This design comes from an exercise in tuning for small area, a short achievable clock period and few clock cycles on the open sky130 flow, not from production work. Function was checked by simulation only, so behaviour that the tests miss may differ from the original. Power figures rest on the tool's default switching activity, not on a simulated workload.

==> inputs of build 34 <==
Design jzjpcc, start of the top module:
module jzjpcc
(
	input logic clock,
	input logic reset, 
	output logic [13:2] imem_addr,
	input logic [31:0] imem_data, 
	output logic [13:2] dmem_addr,
	output logic dmem_we,
	output logic [3:0] dmem_be, 
	output logic [31:0] dmem_wdata, 
	input logic [31:0] dmem_rdata 
);
export LEC_CHECK = 0
export CAP_MARGIN = 20
export CORE_MARGIN = 2
export CORE_UTILIZATION = 60
export PLACE_DENSITY = 0.75
export SLEW_MARGIN = 20
export SYNTH_HIERARCHICAL = 1
export SYNTH_MINIMUM_KEEP_SIZE = 0
create_clock -name core_clock -period 12.5 [get_ports {clock}]
standard.sh (not shown) runs the stock make flow with config.mk's settings and CLKGATE_MAP_FILE= SYNTH_SCRIPT=/design/flow/synth_recipe.tcl, a recipe that flattens the netlist after the stock synthesis.
==> flow/flow/run.sh <==
#!/bin/bash
set -euo pipefail
export BUFFER_PORTS_ARGS="-buffer_cell sky130_fd_sc_hd__buf_4"
export SETUP_SLACK_MARGIN=7
bash standard.sh > standard.log 2>&1
==> build 10 (differences from build 34) <==
==> flow/flow/run.sh (replaced) <==
#!/bin/bash
set -euo pipefail
export BUFFER_PORTS_ARGS="-buffer_cell sky130_fd_sc_hd__buf_4"
export SETUP_SLACK_MARGIN=6.5
bash standard.sh > standard.log 2>&1
--- a/flow/config.mk
+++ b/flow/config.mk
@@ -5,10 +5,12 @@
 export SDC_FILE = /design/flow/constraint.sdc
 export NUM_CORES = 4
 export LEC_CHECK = 0
 export CAP_MARGIN = 20
 export CORE_MARGIN = 2
 export CORE_UTILIZATION = 60
+export CTS_CLUSTER_DIAMETER = 80
+export CTS_CLUSTER_SIZE = 30
 export PLACE_DENSITY = 0.75
 export SLEW_MARGIN = 20
 export SYNTH_HIERARCHICAL = 1
 export SYNTH_MINIMUM_KEEP_SIZE = 0
==> build 36 (differences from build 34) <==
--- a/flow/design.v
+++ b/flow/design.v
@@ -40,41 +40,12 @@
 		3'b101: result = shifted;
 		3'b110: result = a | b;
 		3'b111: result = a & b;
 	endcase
 end
 endmodule
-module jzjpcc_address_adder
-(
-	input logic [13:0] a,
-	input logic [13:0] b,
-	output logic [13:0] sum
-);
-logic [13:0] generateBits [0:4];
-logic [13:0] propagateBits [0:4];
-assign generateBits[0] = a & b;
-assign propagateBits[0] = a ^ b;
-for (genvar level = 1; level <= 4; ++level)
-begin : prefixLevels
-	localparam int SPAN = 1 << (level - 1);
-	for (genvar i = 0; i < 14; ++i)
-	begin : prefixBits
-		if (i >= SPAN)
-		begin : combine
-			assign generateBits[level][i] = generateBits[level - 1][i] | (propagateBits[level - 1][i] & generateBits[level - 1][i - SPAN]);
-			assign propagateBits[level][i] = propagateBits[level - 1][i] & propagateBits[level - 1][i - SPAN];
-		end
-		else
-		begin : pass
-			assign generateBits[level][i] = generateBits[level - 1][i];
-			assign propagateBits[level][i] = propagateBits[level - 1][i];
-		end
-	end
-end
-assign sum = propagateBits[0] ^ {generateBits[4][12:0], 1'b0};
-endmodule
 module jzjpcc_regfile_read_bit
 (
 	input logic [31:1] select,
 	input logic [31:1] bits,
 	output logic value
 );
@@ -91,94 +62,68 @@
 	output logic [3:0] dmem_be, 
 	output logic [31:0] dmem_wdata, 
 	input logic [31:0] dmem_rdata 
 );
 logic started; 
 logic [13:2] pcD; 
-logic [13:2] pcCopyD; 
 logic predictTaken; 
 logic [13:2] predictPC;
 logic mispredictE; 
+logic [13:2] mispredictPC;
 logic stall; 
 logic [13:2] pcPlus1D;
-assign pcPlus1D = pcD + {11'd0, started}; 
+assign pcPlus1D = pcD + 12'd1;
 localparam int BTB_ENTRIES = 2;
 logic [BTB_ENTRIES-1:0] btbValid;
 logic [13:2] btbTag [BTB_ENTRIES];
 logic [13:2] btbTarget [BTB_ENTRIES];
 logic btbHit;
 logic [13:2] btbHitTarget;
 always_comb
 begin
 	btbHit = 1'b0;
 	btbHitTarget = '0;
 	for (int i = 0; i < BTB_ENTRIES; ++i)
 	begin
-		if (btbValid[i] && (btbTag[i] == pcCopyD))
+		if (btbValid[i] && (btbTag[i] == pcD))
 		begin
 			btbHit = 1'b1;
 			btbHitTarget = btbHitTarget | btbTarget[i];
 		end
 	end
 end
-logic [13:2] nextFetch;
 always_comb
 begin
-	if (predictTaken)
-		nextFetch = predictPC;
+	if (mispredictE)
+		imem_addr = mispredictPC;
+	else if (predictTaken)
+		imem_addr = predictPC;
 	else if (stall)
-		nextFetch = pcD; 
+		imem_addr = pcD; 
 	else if (btbHit)
-		nextFetch = btbHitTarget;
-	else
-		nextFetch = pcPlus1D;
-end
-logic branchInE, equalityBranchInE, jalrInE, takenEqualityE, branchEqual;
-logic lateRedirect; 
-logic [13:2] lateRedirectPC;
-logic [13:2] fetchIfTaken, fetchIfNotTaken, fetchIfEqual, fetchIfNotEqual;
-assign fetchIfTaken = predictE ? nextFetch : altPCE;
-assign fetchIfNotTaken = predictE ? altPCE : nextFetch;
-always_comb
-begin
-	if (lateRedirect)
-	begin
-		fetchIfEqual = lateRedirectPC;
-		fetchIfNotEqual = lateRedirectPC;
-	end
-	else if (equalityBranchInE)
-	begin
-		fetchIfEqual = funct3E[0] ? fetchIfNotTaken : fetchIfTaken;
-		fetchIfNotEqual = funct3E[0] ? fetchIfTaken : fetchIfNotTaken;
-	end
+		imem_addr = btbHitTarget;
 	else
-	begin
-		fetchIfEqual = nextFetch;
-		fetchIfNotEqual = nextFetch;
-	end
+		imem_addr = pcPlus1D;
 end
-assign imem_addr = branchEqual ? fetchIfEqual : fetchIfNotEqual;
 always_ff @(posedge clock, posedge reset)
 begin
 	if (reset)
 	begin
 		started <= 1'b0;
-		pcD <= '0;
+		pcD <= '1; 
 	end
 	else
 	begin
 		started <= 1'b1;
 		pcD <= imem_addr;
 	end
 end
-always_ff @(posedge clock)
-	pcCopyD <= imem_addr;
 logic [31:0] instr;
 assign instr = imem_data;
 logic validD;
-assign validD = started && !predictTaken && !lateRedirect;
+assign validD = started && !predictTaken;
 logic [4:0] opcode;
 logic [2:0] funct3D;
 logic [4:0] rdD, rs1D, rs2D;
 assign opcode = instr[6:2];
 assign funct3D = instr[14:12];
 assign rdD = instr[11:7];
@@ -291,31 +236,22 @@
 assign opB = useImmE ? {{20{immE[11]}}, immE} : rs2Forwarded;
 logic [31:0] aluResult;
 logic equal, lessThan, lessThanUnsigned;
 jzjpcc_alu alu (.funct3(aluFunct3E), .subtract(subtractE), .arithmetic(arithmeticE), .a(opA), .b(opB),
 					 .result(aluResult), .equal, .lessThan, .lessThanUnsigned);
 logic [13:0] addressE, addressRegisterE, addressForwardedE;
-jzjpcc_address_adder addressRegisterAdder (.a(rs1E[13:0]), .b({{2{immE[11]}}, immE}), .sum(addressRegisterE));
-jzjpcc_address_adder addressForwardedAdder (.a(aluOutM[13:0]), .b({{2{immE[11]}}, immE}), .sum(addressForwardedE));
-assign addressE = ({14{forwardAE}} & addressForwardedE) | ({14{!forwardAE}} & addressRegisterE);
-logic equalRR, equalMR, equalRM;
-assign equalRR = (rs1E == rs2E);
-assign equalMR = (aluOutM == rs2E);
-assign equalRM = (rs1E == aluOutM);
-assign branchEqual = (!forwardAE && !forwardBE && equalRR) || (forwardAE && !forwardBE && equalMR) ||
-							(!forwardAE && forwardBE && equalRM) || (forwardAE && forwardBE);
-assign takenEqualityE = branchEqual ^ funct3E[0];
-logic takenLessE;
-assign takenLessE = (funct3E[1] ? lessThanUnsigned : lessThan) ^ funct3E[0];
-assign branchInE = validE && !stall && isBranchE;
-assign equalityBranchInE = branchInE && !funct3E[2];
-assign jalrInE = validE && !stall && isJalrE;
-assign mispredictE = equalityBranchInE && (takenEqualityE != predictE);
-logic mispredictLateE, killD;
-assign mispredictLateE = (branchInE && funct3E[2] && (takenLessE != predictE)) || jalrInE;
-assign killD = mispredictE || mispredictLateE; 
+assign addressRegisterE = rs1E[13:0] + {{2{immE[11]}}, immE};
+assign addressForwardedE = aluOutM[13:0] + {{2{immE[11]}}, immE};
+assign addressE = forwardAE ? addressForwardedE : addressRegisterE;
+logic takenE, branchEqual, branchLess, branchLessUnsigned;
+assign branchEqual = (opA == rs2Forwarded);
+assign branchLess = $signed(opA) < $signed(rs2Forwarded);
+assign branchLessUnsigned = opA < rs2Forwarded;
+assign takenE = (funct3E[2] ? (funct3E[1] ? branchLessUnsigned : branchLess) : branchEqual) ^ funct3E[0];
+assign mispredictE = validE && !stall && ((isBranchE && (takenE != predictE)) || isJalrE);
+assign mispredictPC = isJalrE ? addressE[13:2] : altPCE;
 assign dmem_addr = addressE[13:2];
 assign dmem_we = validE && isStoreE && !stall;
 always_comb
 begin
 	unique case (funct3E[1:0])
 		2'b00:
@@ -338,33 +274,30 @@
 always_ff @(posedge clock, posedge reset)
 begin
 	if (reset)
 	begin
 		validE <= 1'b0;
 		predictTaken <= 1'b0;
-		lateRedirect <= 1'b0;
 		btbValid <= '0;
 		btbNext <= '0;
 	end
 	else
 	begin
 		if (!stall)
-			validE <= validD && !killD;
-		lateRedirect <= mispredictLateE;
-		predictTaken <= validD && !stall && !killD && (btbHit ? !(predictD && (predictTargetD == btbHitTarget)) : predictD);
+			validE <= validD && !mispredictE;
+		predictTaken <= validD && !stall && !mispredictE && (btbHit ? !(predictD && (predictTargetD == btbHitTarget)) : predictD);
 		if (btbInsert)
 		begin
 			btbValid[btbNext] <= 1'b1;
 			btbNext <= (btbNext == BTB_INDEX_BITS'(BTB_ENTRIES - 1)) ? '0 : btbNext + 1'b1;
 		end
 	end
 end
 always_ff @(posedge clock)
 begin
 	predictPC <= (btbHit && !predictD) ? pcPlus1D : predictTargetD;
-	lateRedirectPC <= isJalrE ? addressE[13:2] : altPCE;
 	if (btbInsert)
 	begin
 		btbTag[btbNext] <= pcD;
 		btbTarget[btbNext] <= predictTargetD;
 	end
 	if (!stall)
==> flow/run.sh (new file) <==
#!/bin/bash
# synth_recipe.tcl (not shown) runs the flow's synth.tcl, then flattens the netlist and writes it again
# the make line also repeats each setting of config.mk as NAME=value (left out here)
make -C /OpenROAD-flow-scripts/flow DESIGN_CONFIG=/design/flow/config.mk WORK_HOME=/design/flow/orfs CLKGATE_MAP_FILE= SYNTH_SCRIPT=/design/flow/synth_recipe.tcl finish
==> flow/config.mk (replaced) <==
export PLATFORM = sky130hd
export DESIGN_NAME = jzjpcc
export DESIGN_NICKNAME = jzjpcc
export VERILOG_FILES = /design/flow/design.v
export SDC_FILE = /design/flow/constraint.sdc
export NUM_CORES = 4
export LEC_CHECK = 0
export CAP_MARGIN = 20
export CORE_MARGIN = 2
export CORE_UTILIZATION = 35
export PLACE_DENSITY = 0.55
export SETUP_SLACK_MARGIN = 5
export SLEW_MARGIN = 20
export SYNTH_HIERARCHICAL = 1
export SYNTH_MINIMUM_KEEP_SIZE = 0
removed: flow/flow/run.sh
removed: flow/standard.sh
==> impl_metrics.yaml <==
status:
  status: "timing/DRC/antenna clean"
clocking:
  cts_inserted_buffers: 134
  post_cts_buffers: 7
  clk_pin_slew_ps: 60
route:
  dr.pass1.iters: 7
  vias: 49300
grt:
  gr-usage-met1: 0.364
  grt_max_degree: 65
pwr:
  powerComb_uw: 2280
  comb_power_share: 0.200
  clkPwrFrac: 0.340
setup_path:
  reg2reg_slack_ps: 6890
  timing.rr.start: "forwardBE$_SDFF_PP0_"
  crit_buf_inv: 3
layout:
  utilization: 0.408
floorplan:
  die_y_um: 429
-- figures above: build 36

==> impl_metrics.yaml <==
status:
  status: "timing/DRC/antenna clean"
setup_path:
  reg2reg_slack_ps: 6690
  timing.rr.start: "forwardBE$_SDFF_PP0_"
grt:
  gr-usage-met1: 0.548
  grt_max_degree: 88
floorplan:
  die_y_um: 334
route:
  dr.pass1.iters: 9
  vias: 52600
layout:
  utilization: 0.656
pwr:
  powerComb_uw: 2390
clocking:
  clk_pin_slew_ps: 100
  cts_inserted_buffers: 54
  post_cts_buffers: 28
-- figures above: build 10

==> impl_metrics.yaml <==
floorplan:
  die_y_um: 334
setup_path:
  reg2reg_slack_ps: 7190
  timing.rr.start: "useImmE$_DFFE_PN_"
  crit_buf_inv: 2
grt:
  grt_max_degree: 65
  gr-usage-met1: 0.575
route:
  vias: 54100
layout:
  utilization: 0.687
clocking:
  cts_inserted_buffers: 132
  post_cts_buffers: 51
  clk_pin_slew_ps: 60
status:
  status: "timing/DRC/antenna clean"
pwr:
  comb_power_share: 0.212
-- figures above: build 34

Testbench counts of build 34, summed over its fixed seeds: cycles 53,324.
Testbench counts of build 10, summed over its fixed seeds: cycles 53,324.
Testbench counts of build 36, summed over its fixed seeds: cycles 51,324.

## static timing again, ports no longer ideal
The flow's constraints put no driver on any port. The routed layouts listed below were extracted and timed again, unchanged, in two steps. Step 1 assumes that a clkbuf_16 drives the clock port and a buf_2 every other input. Step 2 also shifts input and output timing later by t, the mid clock arrival at the registers, as if the neighbouring blocks saw the same clock. Slacks: ideal ports / drivers / drivers and shift; pairs: ideal ports / drivers.
run | shift t [ns] | slack for setup (ns) | worst setup path at the end | clock arrival spread, ns | worst data-port slew with drivers (ns)
build 34 | 0.845 | 6.374 / 6.302 / 6.122 | input to register | 0.046 / 0.046 | 0.08
build 10 | 0.792 | 6.482 / 6.401 / 5.791 | input to register | 0.092 / 0.092 | 0.17
build 36 | 0.867 | 5.099 / 5.018 / 5.377 | input to register | 0.054 / 0.054 | 0.26
After both steps every run listed still meets setup and hold. For build 10, which loses most, drivers alone change the setup slack by -0.081 ns; drivers and shift together by -0.691 ns.
